From an optimization exercise on the open Yosys and OpenROAD flow, aimed at small area and a short achievable clock period; shortcuts taken in it are not production practice. No functional check of the RTL was part of this run.

===== design/flow/design.v =====
`timescale 1ns / 1ps
module synch_fifo_16x8bit
  #(parameter integer DATA_SIZE = 8, DEPTH = 16)
  ( input  [DATA_SIZE-1:0] data_in,
    input                  wr_en,
    input                  rd_en,
    input                  clk,
    input                  reset_n,
    output                 fifo_full,
    output                 fifo_empty,
    output [DATA_SIZE-1:0] data_out
  );
  reg [DATA_SIZE-1:0] q [1:DEPTH];    
  reg [DATA_SIZE-1:0] temp_data_out;
  reg [DEPTH:1]       held;           
  wire wr_ok = wr_en & ~held[DEPTH];
  wire rd_ok = rd_en & held[1];
  wire inc   = wr_ok & ~rd_ok;
  wire dec   = rd_ok & ~wr_ok;
  wire [DEPTH+1:0] h = {1'b0, held, 1'b1};    
  integer i;
  always @(posedge clk)
    for (i = 1; i <= DEPTH; i = i + 1)
      if (rd_ok)
        q[i] <= h[i+1] ? q[(i == DEPTH) ? DEPTH : i + 1] : data_in;
      else if (!h[i])
        q[i] <= data_in;
  always @(posedge clk or negedge reset_n)
    if (!reset_n) begin
      held          <= {DEPTH{1'b0}};
      temp_data_out <= {DATA_SIZE{1'b0}};
    end else begin
      if (rd_ok)
        temp_data_out <= q[1];
      if (inc)
        held <= h[DEPTH-1:0];
      else if (dec)
        held <= h[DEPTH+1:2];
    end
  assign data_out   = temp_data_out;
  assign fifo_full  = held[DEPTH];
  assign fifo_empty = ~held[1];
endmodule

===== design/flow/run.sh =====
#!/bin/bash
# synth_recipe.tcl (not shown) runs the flow's synth.tcl, then flattens the netlist and writes it again
# the make line also repeats each setting of config.mk as NAME=value (left out here)
make -C /OpenROAD-flow-scripts/flow DESIGN_CONFIG=/design/flow/config.mk WORK_HOME=/design/flow/orfs CLKGATE_MAP_FILE= SYNTH_SCRIPT=/design/flow/synth_recipe.tcl finish

===== design/flow/config.mk =====
export PLATFORM = sky130hd
export DESIGN_NAME = synch_fifo_16x8bit
export DESIGN_NICKNAME = synch_fifo_16x8bit
export VERILOG_FILES = /design/flow/design.v
export SDC_FILE = /design/flow/constraint.sdc
export NUM_CORES = 4
export LEC_CHECK = 0
export CAP_MARGIN = 20
export CORE_MARGIN = 2
export CORE_UTILIZATION = 40
export SLEW_MARGIN = 20

===== design/flow/constraint.sdc =====
create_clock -name core_clock -period 3.0 [get_ports {clk}]
set_input_delay 0.6000 -clock core_clock [delete_from_list [all_inputs] [get_ports {clk}]]
set_output_delay 0.6000 -clock core_clock [all_outputs]
set_load 0.01 [all_outputs]

==> run notes <==
[critical path: stages, from the launching register on]
cell             delay, ps
dfrtp_1                720
inv_1                  190
clkdlybuf4s50_1        540
[state kept, by name, summed over array words and instances, names as in the netlist]
register / flops
temp_data_out: 8
q: 128
held: 16
[area by class of cell]
type / instances / area, um^2
clock inverter: 9 / 90.09
clock buffer: 23 / 489.2
multi-input combinational: 359 / 2963
sequential: 152 / 3243
inverter: 3 / 11.26
timing repair buffer: 38 / 337.8
fill: 1391 / 7916
tap: 211 / 264.0
[cell families (layout without fill, tap and decap cells)]
logic type                 after synthesis  in the layout
buffers and inverters                   23             73
muxes                                   29             29
and+or+nand+nor                        172            172
DFF                                    152            152
adders and majority gates                1              1
AOI/OAI and AO/OA                      157            157
[power by group]
part | switching [uW] | internal [uW]
Combinational | 491 | 573
Sequential | 259 | 2430
Clock | 835 | 1240
[stage by stage]
| stage | hold WS [ps] | worst slack [ps] |
|---|---|---|
| global placement | 432.9 | 503.7 |
| CTS | 454.3 | 522.0 |
| finish | 451.3 | 541.7 |
| floorplan | 304.4 | 1081 |
| global route | 469.3 | 456.2 |
| detailed placement | 443.0 | 460.4 |
[final timing paths]
kind | endpoint | cells after the start
hold / removal | temp_data_out[1] | 2
max in group asynchronous | held[11] | 2
setup reg to reg | held[11] | 6
setup / recovery | fifo_empty | 2
min in group asynchronous | held[8] | 2
hold reg to reg | temp_data_out[1] | 2
[layout by cell type, fill, tap and decap left out, types with 2 or more instances in the layout]
master,instances
nand2b_1,31
mux2_2,16
dfxtp_1,120
edfxtp_1,8
inv_1,2
nand2_2,2
clkbuf_8,2
dfrtp_1,24
a21boi_1,8
o21ai_0,14
clkbuf_1,3
a21o_2,14
clkbuf_16,18
o221a_2,112
mux2i_1,13
a21boi_0,6
nand2_1,51
buf_4,17
clkdlybuf4s50_1,21
clkinv_4,3
clkinvlp_4,3
or2b_1,82
[routing by layer]
layer	wire, um	up-vias	GRT usage
met4	86	0	0.06641
met2	6427	57	0.2840
li1	-	2121	-
met1	7199	2079	0.2554
met3	461	7	0.04387
met5	0	-	0
==> results.ini <==
[status]
outcome = complete, no violations

[clock_tree]
cts.path.max_buffers = 2
htree_levels = 4
cts_root_buf = clkbuf_16
cts_resized = 0
clk_pin_slew_ps = 60
clk_latency_ps = 430
cts_sinks = 152
post_cts_buffers = 0
cts_inserted_buffers = 17
postCtsHoldBufs = 0
cts_tree = built

[timing]
hold_viol = 0
period_share = 0.8194
skew_ps = 12.06
post-route-min-period_ps = 2458
grt_setup_unrepaired = no
max_slew_margin = 0.4397
tns_ps = 0
worst_pin_slew_ps = 833.0
setup-violations-final = 0
slew_viol_final = 0
fmax_mhz = 406.8

[final_layout]
area_growth_pct = 17.00
design_area_um2 = 7398
fin_cells = 795
drive_gt1_frac = 0.3322
fin_util = 0.4831
n_antenna_cell = 0
fin_nets = 584

[placement]
port_buffers = 21
gp_congestion = 0.7503
post-place-cells = 763
placed_cell_area_um2 = 6819
dp_hpwl_um = 9591

[grt]
grt_pass1_wl_um = 24140
overflow = 0
track_usage = 0.1849
grt_antenna_before_repair = 0
grt_pass1_vias = 4448
grt_max_degree = 38

[routing]
drt-pass1-iter-count = 7
vias = 4264
drt_iter0_markers = 211
wl_per_cell_um = 17.83
drc = 0
final_antenna_net_count = 0
post_drt_via_cell_ratio = 5.364
drt-total-wl_um = 14170

[yosys]
ys_seq_elements = 152
synth_adder_area_share = 0.001979
synth.top_cells.by_count = dfxtp_1 (120), o221a_2 (112), or2b_1 (82), nand2_1 (51), nand2b_1 (31)
syn-num-nets = 547
ys_seq_area_frac = 0.5129
synthCells = 534
synth-main-ff-cell = dfxtp_1
synth_top_family_by_area = compound AO/OA/AOI/OAI gates
synth.cell_area_um2 = 6324
postSynthAreaPerCell_um2 = 11.84
yosysWarningCount = 2
synthXorXnorAreaFrac = 0
synth-edff-count = 8
netlist-cell-type-count = 31
yosysMostFrequentCell = dfxtp_1
synth_area_leaders = dfxtp_1 (38%), o221a_2 (20%), or2b_1 (9.7%)
yosys.area_share.simple = 0.1676
synthMuxAreaShare = 0.04907
synth-compound-area-share = 0.2499
synth_top_cell_area_share = 0.3799
synth_top_area_cell = dfxtp_1
async_flop_share = 0.1579

[power_and_ir_drop]
irDropWorstVdd_mv = 0.4171
power_density_nw_per_um2 = 786.7
p_total_uw = 5820
p_leak_uw = 0.002769

[floorplan]
pin_count = 22
die-area_um2 = 16830
fp.dieW_um = 129.7
rows = 45
die_y_um = 129.7
initial_core_util = 0.4129
core_um2 = 15310

[critical_path]
r2r-start = held[1]
crit_type = reg2out
cp.arrival_ps = 1860
r2r_slack_ps = 800
cp-startpoint = held[1]
required_ps = 2400
crit_path_start_kind = flop
cp_max_fo = 17
cp-end-kind = output pin

[run]
max-cap-violations = 0

[min_path]
hp-start = q[1][1]
min_path_type = reg2reg

## port drivers added, routing unchanged
How much do the figures lean on ideal ports? The routed layout below was timed once more, with nothing changed but the port constraints. Step 1: set_driving_cell puts a clkbuf_16 on clk and a buf_2 on each other input, an assumption about the parent block. Step 2 moves the port delays by t, midway between the first and last clock arrival at a register: inputs arrive t later, outputs are due t later. That takes back most of the time a late clock gives input paths. a / b / c = ideal / step 1 / step 2; a / b = the first two.
t (ns): 0.461
setup WS [ns]: 0.542 / 0.499 / 0.434
pins driven straight from the clock port: 1
After both steps this run still meets setup and hold. The setup slack of this run moves by -0.043 ns with the drivers and by -0.108 ns with both steps.
